This is an optimization exercise on Yosys and OpenROAD, whose aim is small area and a short achievable clock period, not a production implementation.
In this exercise RTL edits were held to simulation tests only and were not proved equivalent to the original.

==> ember: inputs <==
==> flow/design.v (excerpt) <==
module enigma_part3(clk, srst_n, load, encrypt, crypt_mode, table_idx, code_in, code_out, code_valid);
clock: 20.0 ns
lec_check: 0
cap_margin: 20
core_margin: 2
core_utilization: 40
cts_buf_list: sky130_fd_sc_hd__clkbuf_8 sky130_fd_sc_hd__clkbuf_16
cts_cluster_diameter: 100
cts_cluster_size: 20
slew_margin: 20
synth_hierarchical: 1
synth_minimum_keep_size: 0
tns_end_percent: 5
setup_slack_margin: 11
dont_use_cells: sky130_fd_sc_hd__or4_1 sky130_fd_sc_hd__or4_2 sky130_fd_sc_hd__or4_4 sky130_fd_sc_hd__or4b_1 sky130_fd_sc_hd__or4b_2 sky130_fd_sc_hd__or4b_4 sky130_fd_sc_hd__or4bb_1 sky130_fd_sc_hd__or4bb_2 sky130_fd_sc_hd__or4bb_4 sky130_fd_sc_hd__or3_1 sky130_fd_sc_hd__or3_2 sky130_fd_sc_hd__or3_4 sky130_fd_sc_hd__or3b_1 sky130_fd_sc_hd__or3b_2 sky130_fd_sc_hd__or3b_4 sky130_fd_sc_hd__clkdlybuf4s15_1 sky130_fd_sc_hd__clkdlybuf4s15_2 sky130_fd_sc_hd__clkdlybuf4s18_1 sky130_fd_sc_hd__clkdlybuf4s18_2 sky130_fd_sc_hd__clkdlybuf4s25_1 sky130_fd_sc_hd__clkdlybuf4s25_2 sky130_fd_sc_hd__clkdlybuf4s50_1 sky130_fd_sc_hd__clkdlybuf4s50_2 sky130_fd_sc_hd__dlygate4sd1_1 sky130_fd_sc_hd__dlygate4sd2_1 sky130_fd_sc_hd__dlygate4sd3_1 sky130_fd_sc_hd__dlymetal6s2s_1 sky130_fd_sc_hd__dlymetal6s4s_1 sky130_fd_sc_hd__dlymetal6s6s_1 
standard.sh (not shown) runs the stock make flow with config.mk's settings and CLKGATE_MAP_FILE= SYNTH_SCRIPT=/design/flow/synth_recipe.tcl, a recipe that flattens the netlist after the stock synthesis.
==> flow/flow/run.sh <==
#!/bin/bash
# The standard layout (the standard.sh) with extra settings from
# flow/extra.mk. make's output goes to standard.log; each ORFS step writes
# its own log under orfs/logs/.
set -euo pipefail
cat flow/extra.mk >> config.mk
bash standard.sh > standard.log 2>&1
==> flow/flow/extra.mk <==
# Settings added to the standard flow's config.mk by flow/run.sh.
# Timing repair aims for 11 ns of setup slack, so it keeps shortening the
# critical paths well past the 20 ns clock period.
export SETUP_SLACK_MARGIN = 11
# The slow OR3/OR4 cells and the delay cells are left out of mapping, port
# buffering and repair.
export DONT_USE_CELLS = sky130_fd_sc_hd__or4_1 sky130_fd_sc_hd__or4_2 sky130_fd_sc_hd__or4_4 sky130_fd_sc_hd__or4b_1 sky130_fd_sc_hd__or4b_2 sky130_fd_sc_hd__or4b_4 sky130_fd_sc_hd__or4bb_1 sky130_fd_sc_hd__or4bb_2 sky130_fd_sc_hd__or4bb_4 sky130_fd_sc_hd__or3_1 sky130_fd_sc_hd__or3_2 sky130_fd_sc_hd__or3_4 sky130_fd_sc_hd__or3b_1 sky130_fd_sc_hd__or3b_2 sky130_fd_sc_hd__or3b_4 sky130_fd_sc_hd__clkdlybuf4s15_1 sky130_fd_sc_hd__clkdlybuf4s15_2 sky130_fd_sc_hd__clkdlybuf4s18_1 sky130_fd_sc_hd__clkdlybuf4s18_2 sky130_fd_sc_hd__clkdlybuf4s25_1 sky130_fd_sc_hd__clkdlybuf4s25_2 sky130_fd_sc_hd__clkdlybuf4s50_1 sky130_fd_sc_hd__clkdlybuf4s50_2 sky130_fd_sc_hd__dlygate4sd1_1 sky130_fd_sc_hd__dlygate4sd2_1 sky130_fd_sc_hd__dlygate4sd3_1 sky130_fd_sc_hd__dlymetal6s2s_1 sky130_fd_sc_hd__dlymetal6s4s_1 sky130_fd_sc_hd__dlymetal6s6s_1 
==> yarrow: changes against ember <==
--- a/flow/design.v
+++ b/flow/design.v
@@ -19,12 +19,12 @@
         assign Av[g*6 +: 6] = A[g];
         assign Bv[g*6 +: 6] = B[g];
         assign Pv[g*6 +: 6] = P[g];
     end
 endgenerate
-reg ldB, ldP;           
-reg enc_r, md_r;
+reg ld_r, enc_r, md_r;
+reg [1:0] ti_r;
 reg [5:0] cu;          
 reg [3:0] sel;         
 reg [7:0] ra0l, ra1l, ra2l, ra3l, ra0h, ra1h, ra2h, ra3h;
 reg [5:0] offb;        
 reg [3:0] sro;         
@@ -32,11 +32,14 @@
 reg [5:0] psa;         
 reg [5:0] ppa;         
 reg       val_r;
 reg [5:0] bb_r;
 reg [5:0] bbn_r;       
+reg [5:0] off_r;
 wire [5:0] off = offb + {4'd0, sro[3] | sro[2], sro[3] | sro[1]};    
+wire ldB = ld_r & (ti_r == 2'd1);
+wire ldP = ld_r & (ti_r == 2'd2);
 wire [5:0] fb, fp, bp, bb;
 wire [3:0] bbg;        
 wire [7:0] fal, fah;   
 sel4x8 u_fal (.a(ra0l), .b(ra1l), .c(ra2l), .d(ra3l), .s(sel), .y(fal));
 sel4x8 u_fah (.a(ra0h), .b(ra1h), .c(ra2h), .d(ra3h), .s(sel), .y(fah));
@@ -86,33 +89,33 @@
 lut16 u_a3 (.tbl({Av[360 +: 6], Av[336 +: 6], Av[312 +: 6], Av[288 +: 6], Av[264 +: 6], Av[240 +: 6], Av[216 +: 6], Av[192 +: 6],
                   Av[168 +: 6], Av[144 +: 6], Av[120 +: 6], Av[96 +: 6],  Av[72 +: 6],  Av[48 +: 6],  Av[24 +: 6],  Av[0 +: 6]}),
             .idx(ix0), .y(ra0_nx));
 always @(posedge clk) begin
     if (~srst_n) begin
-        ldB <= 1'b0;
-        ldP <= 1'b0;
+        ld_r <= 1'b0;
         enc_r <= 1'b0;
         offb <= 6'd0;
         sro <= 4'd0;
         val_r <= 1'b0;
     end else begin
-        ldB <= load & (table_idx == 2'd1);
-        ldP <= load & (table_idx == 2'd2);
+        ld_r <= load;
         enc_r <= encrypt;
         offb <= off;
         sro <= sro_nx;
         val_r <= enc_r;
     end
     md_r <= crypt_mode;
+    ti_r <= table_idx;
     cu <= code_in;    
     sel <= sel_nx;
     ra0l <= 8'd1 << ra0_nx[2:0]; ra0h <= 8'd1 << ra0_nx[5:3];
     ra1l <= 8'd1 << ra1_nx[2:0]; ra1h <= 8'd1 << ra1_nx[5:3];
     ra2l <= 8'd1 << ra2_nx[2:0]; ra2h <= 8'd1 << ra2_nx[5:3];
     ra3l <= 8'd1 << ra3_nx[2:0]; ra3h <= 8'd1 << ra3_nx[5:3];
     bb_r <= bb;
     bbn_r <= ~bb;
+    off_r <= off;
 end
 always @(posedge clk) begin
     if (srst_n & load & (table_idx == 2'd0)) begin
         for (i = 0; i < 63; i = i + 1) A[i] <= A[i+1];
         A[63] <= code_in;
@@ -205,11 +208,11 @@
     end
 end
 wire [5:0] ba;
 wire [5:0] pa;
 cam64h u_ai (.tbl(Av), .key(bb_r), .keyn(bbn_r), .y(pa));
-assign code_out = val_r ? pa + offb : 6'd0;
+assign code_out = val_r ? pa + off_r : 6'd0;
 assign code_valid = val_r;
 endmodule
 module lut64(tbl, idx, y);
 input [383:0] tbl;
 input [5:0] idx;
==> flow/flow/extra.mk (replaced) <==
# Settings added to the standard flow's config.mk by flow/run.sh.
# Timing repair aims for 12 ns of setup slack, so it keeps shortening the
# critical paths well past the 20 ns clock period.
export SETUP_SLACK_MARGIN = 12
# The slow OR3/OR4 cells and the delay cells are left out of mapping, port
# buffering and repair.
export DONT_USE_CELLS = sky130_fd_sc_hd__or4_1 sky130_fd_sc_hd__or4_2 sky130_fd_sc_hd__or4_4 sky130_fd_sc_hd__or4b_1 sky130_fd_sc_hd__or4b_2 sky130_fd_sc_hd__or4b_4 sky130_fd_sc_hd__or4bb_1 sky130_fd_sc_hd__or4bb_2 sky130_fd_sc_hd__or4bb_4 sky130_fd_sc_hd__or3_1 sky130_fd_sc_hd__or3_2 sky130_fd_sc_hd__or3_4 sky130_fd_sc_hd__or3b_1 sky130_fd_sc_hd__or3b_2 sky130_fd_sc_hd__or3b_4 sky130_fd_sc_hd__clkdlybuf4s15_1 sky130_fd_sc_hd__clkdlybuf4s15_2 sky130_fd_sc_hd__clkdlybuf4s18_1 sky130_fd_sc_hd__clkdlybuf4s18_2 sky130_fd_sc_hd__clkdlybuf4s25_1 sky130_fd_sc_hd__clkdlybuf4s25_2 sky130_fd_sc_hd__clkdlybuf4s50_1 sky130_fd_sc_hd__clkdlybuf4s50_2 sky130_fd_sc_hd__dlygate4sd1_1 sky130_fd_sc_hd__dlygate4sd2_1 sky130_fd_sc_hd__dlygate4sd3_1 sky130_fd_sc_hd__dlymetal6s2s_1 sky130_fd_sc_hd__dlymetal6s4s_1 sky130_fd_sc_hd__dlymetal6s6s_1 
--- a/flow/config.mk
+++ b/flow/config.mk
@@ -12,13 +12,13 @@
 export CTS_CLUSTER_DIAMETER = 100
 export CTS_CLUSTER_SIZE = 20
 export SLEW_MARGIN = 20
 export SYNTH_HIERARCHICAL = 1
 export SYNTH_MINIMUM_KEEP_SIZE = 0
-export TNS_END_PERCENT = 5
+export TNS_END_PERCENT = 30
 # Settings added to bench's config.mk by flow/run.sh.
-# Timing repair aims for 11 ns of setup slack, so it keeps shortening the
+# Timing repair aims for 12 ns of setup slack, so it keeps shortening the
 # critical paths well past the 20 ns clock period.
-export SETUP_SLACK_MARGIN = 11
+export SETUP_SLACK_MARGIN = 12
 # The slow OR3/OR4 cells and the delay cells are left out of mapping, port
 # buffering and repair.
 export DONT_USE_CELLS = sky130_fd_sc_hd__or4_1 sky130_fd_sc_hd__or4_2 sky130_fd_sc_hd__or4_4 sky130_fd_sc_hd__or4b_1 sky130_fd_sc_hd__or4b_2 sky130_fd_sc_hd__or4b_4 sky130_fd_sc_hd__or4bb_1 sky130_fd_sc_hd__or4bb_2 sky130_fd_sc_hd__or4bb_4 sky130_fd_sc_hd__or3_1 sky130_fd_sc_hd__or3_2 sky130_fd_sc_hd__or3_4 sky130_fd_sc_hd__or3b_1 sky130_fd_sc_hd__or3b_2 sky130_fd_sc_hd__or3b_4 sky130_fd_sc_hd__clkdlybuf4s15_1 sky130_fd_sc_hd__clkdlybuf4s15_2 sky130_fd_sc_hd__clkdlybuf4s18_1 sky130_fd_sc_hd__clkdlybuf4s18_2 sky130_fd_sc_hd__clkdlybuf4s25_1 sky130_fd_sc_hd__clkdlybuf4s25_2 sky130_fd_sc_hd__clkdlybuf4s50_1 sky130_fd_sc_hd__clkdlybuf4s50_2 sky130_fd_sc_hd__dlygate4sd1_1 sky130_fd_sc_hd__dlygate4sd2_1 sky130_fd_sc_hd__dlygate4sd3_1 sky130_fd_sc_hd__dlymetal6s2s_1 sky130_fd_sc_hd__dlymetal6s4s_1 sky130_fd_sc_hd__dlymetal6s6s_1 
==> cedar: changes against ember <==
--- a/flow/design.v
+++ b/flow/design.v
@@ -19,12 +19,12 @@
         assign Av[g*6 +: 6] = A[g];
         assign Bv[g*6 +: 6] = B[g];
         assign Pv[g*6 +: 6] = P[g];
     end
 endgenerate
-reg ldB, ldP;           
-reg enc_r, md_r;
+reg ld_r, enc_r, md_r;
+reg [1:0] ti_r;
 reg [5:0] cu;          
 reg [3:0] sel;         
 reg [7:0] ra0l, ra1l, ra2l, ra3l, ra0h, ra1h, ra2h, ra3h;
 reg [5:0] offb;        
 reg [3:0] sro;         
@@ -32,11 +32,14 @@
 reg [5:0] psa;         
 reg [5:0] ppa;         
 reg       val_r;
 reg [5:0] bb_r;
 reg [5:0] bbn_r;       
+reg [5:0] off_r;
 wire [5:0] off = offb + {4'd0, sro[3] | sro[2], sro[3] | sro[1]};    
+wire ldB = ld_r & (ti_r == 2'd1);
+wire ldP = ld_r & (ti_r == 2'd2);
 wire [5:0] fb, fp, bp, bb;
 wire [3:0] bbg;        
 wire [7:0] fal, fah;   
 sel4x8 u_fal (.a(ra0l), .b(ra1l), .c(ra2l), .d(ra3l), .s(sel), .y(fal));
 sel4x8 u_fah (.a(ra0h), .b(ra1h), .c(ra2h), .d(ra3h), .s(sel), .y(fah));
@@ -86,33 +89,33 @@
 lut16 u_a3 (.tbl({Av[360 +: 6], Av[336 +: 6], Av[312 +: 6], Av[288 +: 6], Av[264 +: 6], Av[240 +: 6], Av[216 +: 6], Av[192 +: 6],
                   Av[168 +: 6], Av[144 +: 6], Av[120 +: 6], Av[96 +: 6],  Av[72 +: 6],  Av[48 +: 6],  Av[24 +: 6],  Av[0 +: 6]}),
             .idx(ix0), .y(ra0_nx));
 always @(posedge clk) begin
     if (~srst_n) begin
-        ldB <= 1'b0;
-        ldP <= 1'b0;
+        ld_r <= 1'b0;
         enc_r <= 1'b0;
         offb <= 6'd0;
         sro <= 4'd0;
         val_r <= 1'b0;
     end else begin
-        ldB <= load & (table_idx == 2'd1);
-        ldP <= load & (table_idx == 2'd2);
+        ld_r <= load;
         enc_r <= encrypt;
         offb <= off;
         sro <= sro_nx;
         val_r <= enc_r;
     end
     md_r <= crypt_mode;
+    ti_r <= table_idx;
     cu <= code_in;    
     sel <= sel_nx;
     ra0l <= 8'd1 << ra0_nx[2:0]; ra0h <= 8'd1 << ra0_nx[5:3];
     ra1l <= 8'd1 << ra1_nx[2:0]; ra1h <= 8'd1 << ra1_nx[5:3];
     ra2l <= 8'd1 << ra2_nx[2:0]; ra2h <= 8'd1 << ra2_nx[5:3];
     ra3l <= 8'd1 << ra3_nx[2:0]; ra3h <= 8'd1 << ra3_nx[5:3];
     bb_r <= bb;
     bbn_r <= ~bb;
+    off_r <= off;
 end
 always @(posedge clk) begin
     if (srst_n & load & (table_idx == 2'd0)) begin
         for (i = 0; i < 63; i = i + 1) A[i] <= A[i+1];
         A[63] <= code_in;
@@ -205,11 +208,11 @@
     end
 end
 wire [5:0] ba;
 wire [5:0] pa;
 cam64h u_ai (.tbl(Av), .key(bb_r), .keyn(bbn_r), .y(pa));
-assign code_out = val_r ? pa + offb : 6'd0;
+assign code_out = val_r ? pa + off_r : 6'd0;
 assign code_valid = val_r;
 endmodule
 module lut64(tbl, idx, y);
 input [383:0] tbl;
 input [5:0] idx;
==> flow/flow/extra.mk (replaced) <==
# Settings added to the standard flow's config.mk by flow/run.sh.
# Timing repair aims for 12 ns of setup slack, so it keeps shortening the
# critical paths well past the 20 ns clock period.
export SETUP_SLACK_MARGIN = 12
# The slow OR3/OR4 cells and the delay cells are left out of mapping, port
# buffering and repair.
export DONT_USE_CELLS = sky130_fd_sc_hd__or4_1 sky130_fd_sc_hd__or4_2 sky130_fd_sc_hd__or4_4 sky130_fd_sc_hd__or4b_1 sky130_fd_sc_hd__or4b_2 sky130_fd_sc_hd__or4b_4 sky130_fd_sc_hd__or4bb_1 sky130_fd_sc_hd__or4bb_2 sky130_fd_sc_hd__or4bb_4 sky130_fd_sc_hd__or3_1 sky130_fd_sc_hd__or3_2 sky130_fd_sc_hd__or3_4 sky130_fd_sc_hd__or3b_1 sky130_fd_sc_hd__or3b_2 sky130_fd_sc_hd__or3b_4 sky130_fd_sc_hd__clkdlybuf4s15_1 sky130_fd_sc_hd__clkdlybuf4s15_2 sky130_fd_sc_hd__clkdlybuf4s18_1 sky130_fd_sc_hd__clkdlybuf4s18_2 sky130_fd_sc_hd__clkdlybuf4s25_1 sky130_fd_sc_hd__clkdlybuf4s25_2 sky130_fd_sc_hd__clkdlybuf4s50_1 sky130_fd_sc_hd__clkdlybuf4s50_2 sky130_fd_sc_hd__dlygate4sd1_1 sky130_fd_sc_hd__dlygate4sd2_1 sky130_fd_sc_hd__dlygate4sd3_1 sky130_fd_sc_hd__dlymetal6s2s_1 sky130_fd_sc_hd__dlymetal6s4s_1 sky130_fd_sc_hd__dlymetal6s6s_1 
--- a/flow/config.mk
+++ b/flow/config.mk
@@ -9,16 +9,17 @@
 export CORE_MARGIN = 2
 export CORE_UTILIZATION = 40
 export CTS_BUF_LIST = sky130_fd_sc_hd__clkbuf_8 sky130_fd_sc_hd__clkbuf_16
 export CTS_CLUSTER_DIAMETER = 100
 export CTS_CLUSTER_SIZE = 20
+export PLACE_DENSITY = 0.7
 export SLEW_MARGIN = 20
 export SYNTH_HIERARCHICAL = 1
 export SYNTH_MINIMUM_KEEP_SIZE = 0
 export TNS_END_PERCENT = 5
 # Settings added to bench's config.mk by flow/run.sh.
-# Timing repair aims for 11 ns of setup slack, so it keeps shortening the
+# Timing repair aims for 12 ns of setup slack, so it keeps shortening the
 # critical paths well past the 20 ns clock period.
-export SETUP_SLACK_MARGIN = 11
+export SETUP_SLACK_MARGIN = 12
 # The slow OR3/OR4 cells and the delay cells are left out of mapping, port
 # buffering and repair.
 export DONT_USE_CELLS = sky130_fd_sc_hd__or4_1 sky130_fd_sc_hd__or4_2 sky130_fd_sc_hd__or4_4 sky130_fd_sc_hd__or4b_1 sky130_fd_sc_hd__or4b_2 sky130_fd_sc_hd__or4b_4 sky130_fd_sc_hd__or4bb_1 sky130_fd_sc_hd__or4bb_2 sky130_fd_sc_hd__or4bb_4 sky130_fd_sc_hd__or3_1 sky130_fd_sc_hd__or3_2 sky130_fd_sc_hd__or3_4 sky130_fd_sc_hd__or3b_1 sky130_fd_sc_hd__or3b_2 sky130_fd_sc_hd__or3b_4 sky130_fd_sc_hd__clkdlybuf4s15_1 sky130_fd_sc_hd__clkdlybuf4s15_2 sky130_fd_sc_hd__clkdlybuf4s18_1 sky130_fd_sc_hd__clkdlybuf4s18_2 sky130_fd_sc_hd__clkdlybuf4s25_1 sky130_fd_sc_hd__clkdlybuf4s25_2 sky130_fd_sc_hd__clkdlybuf4s50_1 sky130_fd_sc_hd__clkdlybuf4s50_2 sky130_fd_sc_hd__dlygate4sd1_1 sky130_fd_sc_hd__dlygate4sd2_1 sky130_fd_sc_hd__dlygate4sd3_1 sky130_fd_sc_hd__dlymetal6s2s_1 sky130_fd_sc_hd__dlymetal6s4s_1 sky130_fd_sc_hd__dlymetal6s6s_1 
==> raven: changes against ember <==
--- a/flow/design.v
+++ b/flow/design.v
@@ -19,12 +19,12 @@
         assign Av[g*6 +: 6] = A[g];
         assign Bv[g*6 +: 6] = B[g];
         assign Pv[g*6 +: 6] = P[g];
     end
 endgenerate
-reg ldB, ldP;           
-reg enc_r, md_r;
+reg ld_r, enc_r, md_r;
+reg [1:0] ti_r;
 reg [5:0] cu;          
 reg [3:0] sel;         
 reg [7:0] ra0l, ra1l, ra2l, ra3l, ra0h, ra1h, ra2h, ra3h;
 reg [5:0] offb;        
 reg [3:0] sro;         
@@ -32,11 +32,14 @@
 reg [5:0] psa;         
 reg [5:0] ppa;         
 reg       val_r;
 reg [5:0] bb_r;
 reg [5:0] bbn_r;       
+reg [5:0] off_r;
 wire [5:0] off = offb + {4'd0, sro[3] | sro[2], sro[3] | sro[1]};    
+wire ldB = ld_r & (ti_r == 2'd1);
+wire ldP = ld_r & (ti_r == 2'd2);
 wire [5:0] fb, fp, bp, bb;
 wire [3:0] bbg;        
 wire [7:0] fal, fah;   
 sel4x8 u_fal (.a(ra0l), .b(ra1l), .c(ra2l), .d(ra3l), .s(sel), .y(fal));
 sel4x8 u_fah (.a(ra0h), .b(ra1h), .c(ra2h), .d(ra3h), .s(sel), .y(fah));
@@ -86,33 +89,33 @@
 lut16 u_a3 (.tbl({Av[360 +: 6], Av[336 +: 6], Av[312 +: 6], Av[288 +: 6], Av[264 +: 6], Av[240 +: 6], Av[216 +: 6], Av[192 +: 6],
                   Av[168 +: 6], Av[144 +: 6], Av[120 +: 6], Av[96 +: 6],  Av[72 +: 6],  Av[48 +: 6],  Av[24 +: 6],  Av[0 +: 6]}),
             .idx(ix0), .y(ra0_nx));
 always @(posedge clk) begin
     if (~srst_n) begin
-        ldB <= 1'b0;
-        ldP <= 1'b0;
+        ld_r <= 1'b0;
         enc_r <= 1'b0;
         offb <= 6'd0;
         sro <= 4'd0;
         val_r <= 1'b0;
     end else begin
-        ldB <= load & (table_idx == 2'd1);
-        ldP <= load & (table_idx == 2'd2);
+        ld_r <= load;
         enc_r <= encrypt;
         offb <= off;
         sro <= sro_nx;
         val_r <= enc_r;
     end
     md_r <= crypt_mode;
+    ti_r <= table_idx;
     cu <= code_in;    
     sel <= sel_nx;
     ra0l <= 8'd1 << ra0_nx[2:0]; ra0h <= 8'd1 << ra0_nx[5:3];
     ra1l <= 8'd1 << ra1_nx[2:0]; ra1h <= 8'd1 << ra1_nx[5:3];
     ra2l <= 8'd1 << ra2_nx[2:0]; ra2h <= 8'd1 << ra2_nx[5:3];
     ra3l <= 8'd1 << ra3_nx[2:0]; ra3h <= 8'd1 << ra3_nx[5:3];
     bb_r <= bb;
     bbn_r <= ~bb;
+    off_r <= off;
 end
 always @(posedge clk) begin
     if (srst_n & load & (table_idx == 2'd0)) begin
         for (i = 0; i < 63; i = i + 1) A[i] <= A[i+1];
         A[63] <= code_in;
@@ -205,11 +208,11 @@
     end
 end
 wire [5:0] ba;
 wire [5:0] pa;
 cam64h u_ai (.tbl(Av), .key(bb_r), .keyn(bbn_r), .y(pa));
-assign code_out = val_r ? pa + offb : 6'd0;
+assign code_out = val_r ? pa + off_r : 6'd0;
 assign code_valid = val_r;
 endmodule
 module lut64(tbl, idx, y);
 input [383:0] tbl;
 input [5:0] idx;
==> flow/flow/extra.mk (replaced) <==
# Settings added to the standard flow's config.mk by flow/run.sh.
# Timing repair aims for 12 ns of setup slack, so it keeps shortening the
# critical paths well past the 20 ns clock period.
export SETUP_SLACK_MARGIN = 12
# The slow OR3/OR4 cells and the delay cells are left out of mapping, port
# buffering and repair.
export DONT_USE_CELLS = sky130_fd_sc_hd__or4_1 sky130_fd_sc_hd__or4_2 sky130_fd_sc_hd__or4_4 sky130_fd_sc_hd__or4b_1 sky130_fd_sc_hd__or4b_2 sky130_fd_sc_hd__or4b_4 sky130_fd_sc_hd__or4bb_1 sky130_fd_sc_hd__or4bb_2 sky130_fd_sc_hd__or4bb_4 sky130_fd_sc_hd__or3_1 sky130_fd_sc_hd__or3_2 sky130_fd_sc_hd__or3_4 sky130_fd_sc_hd__or3b_1 sky130_fd_sc_hd__or3b_2 sky130_fd_sc_hd__or3b_4 sky130_fd_sc_hd__clkdlybuf4s15_1 sky130_fd_sc_hd__clkdlybuf4s15_2 sky130_fd_sc_hd__clkdlybuf4s18_1 sky130_fd_sc_hd__clkdlybuf4s18_2 sky130_fd_sc_hd__clkdlybuf4s25_1 sky130_fd_sc_hd__clkdlybuf4s25_2 sky130_fd_sc_hd__clkdlybuf4s50_1 sky130_fd_sc_hd__clkdlybuf4s50_2 sky130_fd_sc_hd__dlygate4sd1_1 sky130_fd_sc_hd__dlygate4sd2_1 sky130_fd_sc_hd__dlygate4sd3_1 sky130_fd_sc_hd__dlymetal6s2s_1 sky130_fd_sc_hd__dlymetal6s4s_1 sky130_fd_sc_hd__dlymetal6s6s_1 
# Clock tree synthesis with the standard flow's settings, without the dummy loads it adds
# for balancing.
export CTS_ARGS = -sink_clustering_enable -repair_clock_nets -sink_clustering_size 20 -sink_clustering_max_diameter 100 -buf_list "sky130_fd_sc_hd__clkbuf_8 sky130_fd_sc_hd__clkbuf_16" -dont_use_dummy_load
--- a/flow/config.mk
+++ b/flow/config.mk
@@ -14,11 +14,14 @@
 export SLEW_MARGIN = 20
 export SYNTH_HIERARCHICAL = 1
 export SYNTH_MINIMUM_KEEP_SIZE = 0
 export TNS_END_PERCENT = 5
 # Settings added to bench's config.mk by flow/run.sh.
-# Timing repair aims for 11 ns of setup slack, so it keeps shortening the
+# Timing repair aims for 12 ns of setup slack, so it keeps shortening the
 # critical paths well past the 20 ns clock period.
-export SETUP_SLACK_MARGIN = 11
+export SETUP_SLACK_MARGIN = 12
 # The slow OR3/OR4 cells and the delay cells are left out of mapping, port
 # buffering and repair.
 export DONT_USE_CELLS = sky130_fd_sc_hd__or4_1 sky130_fd_sc_hd__or4_2 sky130_fd_sc_hd__or4_4 sky130_fd_sc_hd__or4b_1 sky130_fd_sc_hd__or4b_2 sky130_fd_sc_hd__or4b_4 sky130_fd_sc_hd__or4bb_1 sky130_fd_sc_hd__or4bb_2 sky130_fd_sc_hd__or4bb_4 sky130_fd_sc_hd__or3_1 sky130_fd_sc_hd__or3_2 sky130_fd_sc_hd__or3_4 sky130_fd_sc_hd__or3b_1 sky130_fd_sc_hd__or3b_2 sky130_fd_sc_hd__or3b_4 sky130_fd_sc_hd__clkdlybuf4s15_1 sky130_fd_sc_hd__clkdlybuf4s15_2 sky130_fd_sc_hd__clkdlybuf4s18_1 sky130_fd_sc_hd__clkdlybuf4s18_2 sky130_fd_sc_hd__clkdlybuf4s25_1 sky130_fd_sc_hd__clkdlybuf4s25_2 sky130_fd_sc_hd__clkdlybuf4s50_1 sky130_fd_sc_hd__clkdlybuf4s50_2 sky130_fd_sc_hd__dlygate4sd1_1 sky130_fd_sc_hd__dlygate4sd2_1 sky130_fd_sc_hd__dlygate4sd3_1 sky130_fd_sc_hd__dlymetal6s2s_1 sky130_fd_sc_hd__dlymetal6s4s_1 sky130_fd_sc_hd__dlymetal6s6s_1 
+# Clock tree synthesis with bench's settings, without the dummy loads it adds
+# for balancing.
+export CTS_ARGS = -sink_clustering_enable -repair_clock_nets -sink_clustering_size 20 -sink_clustering_max_diameter 100 -buf_list "sky130_fd_sc_hd__clkbuf_8 sky130_fd_sc_hd__clkbuf_16" -dont_use_dummy_load
==> run summary <==
- Run status: finished with violations
- Violated checks: capacitance limit, slew limit
- In the final routed layout, each cell accounts on average for 45.8 um.
- Most Crowded Layer GR: met2
- The tool flagged a number of max-cap violations equal to 1.
- The count of pins over their slew limit came to 1.
- At the end of the flow the core is filled with cells to 48.2%.
[end of results for yarrow]
==> run summary <==
- The run finished with no timing, DRC or antenna violations.
* Final max-slew violation count: 0
- Clock latency (worst-skew pair): 0.81 ns
* Max-cap violations: 0
- In this run the worst setup path terminates at bbn_r[2]$_DFF_P_.
- Final routed wire length divided by cell count: 44.3 um
- Final Core Density: 45.0%
- Most Crowded Layer GR: met1
[end of results for ember]
==> run summary <==
- The count of pins over their slew limit was 0.
- Final routed wire length divided by cell count: 45.3 um
* Most Crowded Layer GR: met2
* Run status: complete, no violations
[end of results for raven]
==> run summary <==
* Most Crowded Layer GR: met2
- Final routed wire length divided by cell count: 48.9 um
* Wire length of the first global-routing pass: 651,000 um
- Across the run, the number of max-cap violations was 0.
* Run status: complete, no violations
[end of results for cedar]

[port drivers added, routing unchanged]
How much do the figures lean on ideal ports? The routed layouts below were timed once more, with nothing changed but the port constraints.
Step 1 (the two cells are an assumption about what drives the block):
set clk [get_ports {clk}]
set_driving_cell -lib_cell sky130_fd_sc_hd__clkbuf_16 $clk
set_driving_cell -lib_cell sky130_fd_sc_hd__buf_2 [delete_from_list [all_inputs] $clk]
Step 2 adds t to the input delays and takes it off the output delays; t is the mean of the earliest and latest rising clock arrival at the registers after step 1. Input paths then give back, and output paths get back, about the clock's delay inside the block.
Three values: ideal ports, drivers, drivers and shift; two values: the first two.
| run | t (ns) | slack for setup (ns) | hold slack, ns | worst setup path after step 2 | pins driven straight from the clock port |
|---|---|---|---|---|---|
| ember | 0.857 | 10.548 / 10.548 / 10.301 | 0.472 / 0.472 / 0.472 | input to register | 1 |
| yarrow | 0.901 | 10.855 / 10.855 / 10.579 | 0.487 / 0.487 / 0.487 | input to register | 1 |
| cedar | 0.875 | 10.784 / 10.784 / 10.393 | 0.490 / 0.490 / 0.490 | input to register | 1 |
| raven | 0.852 | 10.748 / 10.748 / 10.334 | 0.462 / 0.462 / 0.462 | input to register | 1 |
For raven, which loses most, drivers alone change the setup slack by 0.000 ns; drivers and shift together by -0.414 ns.
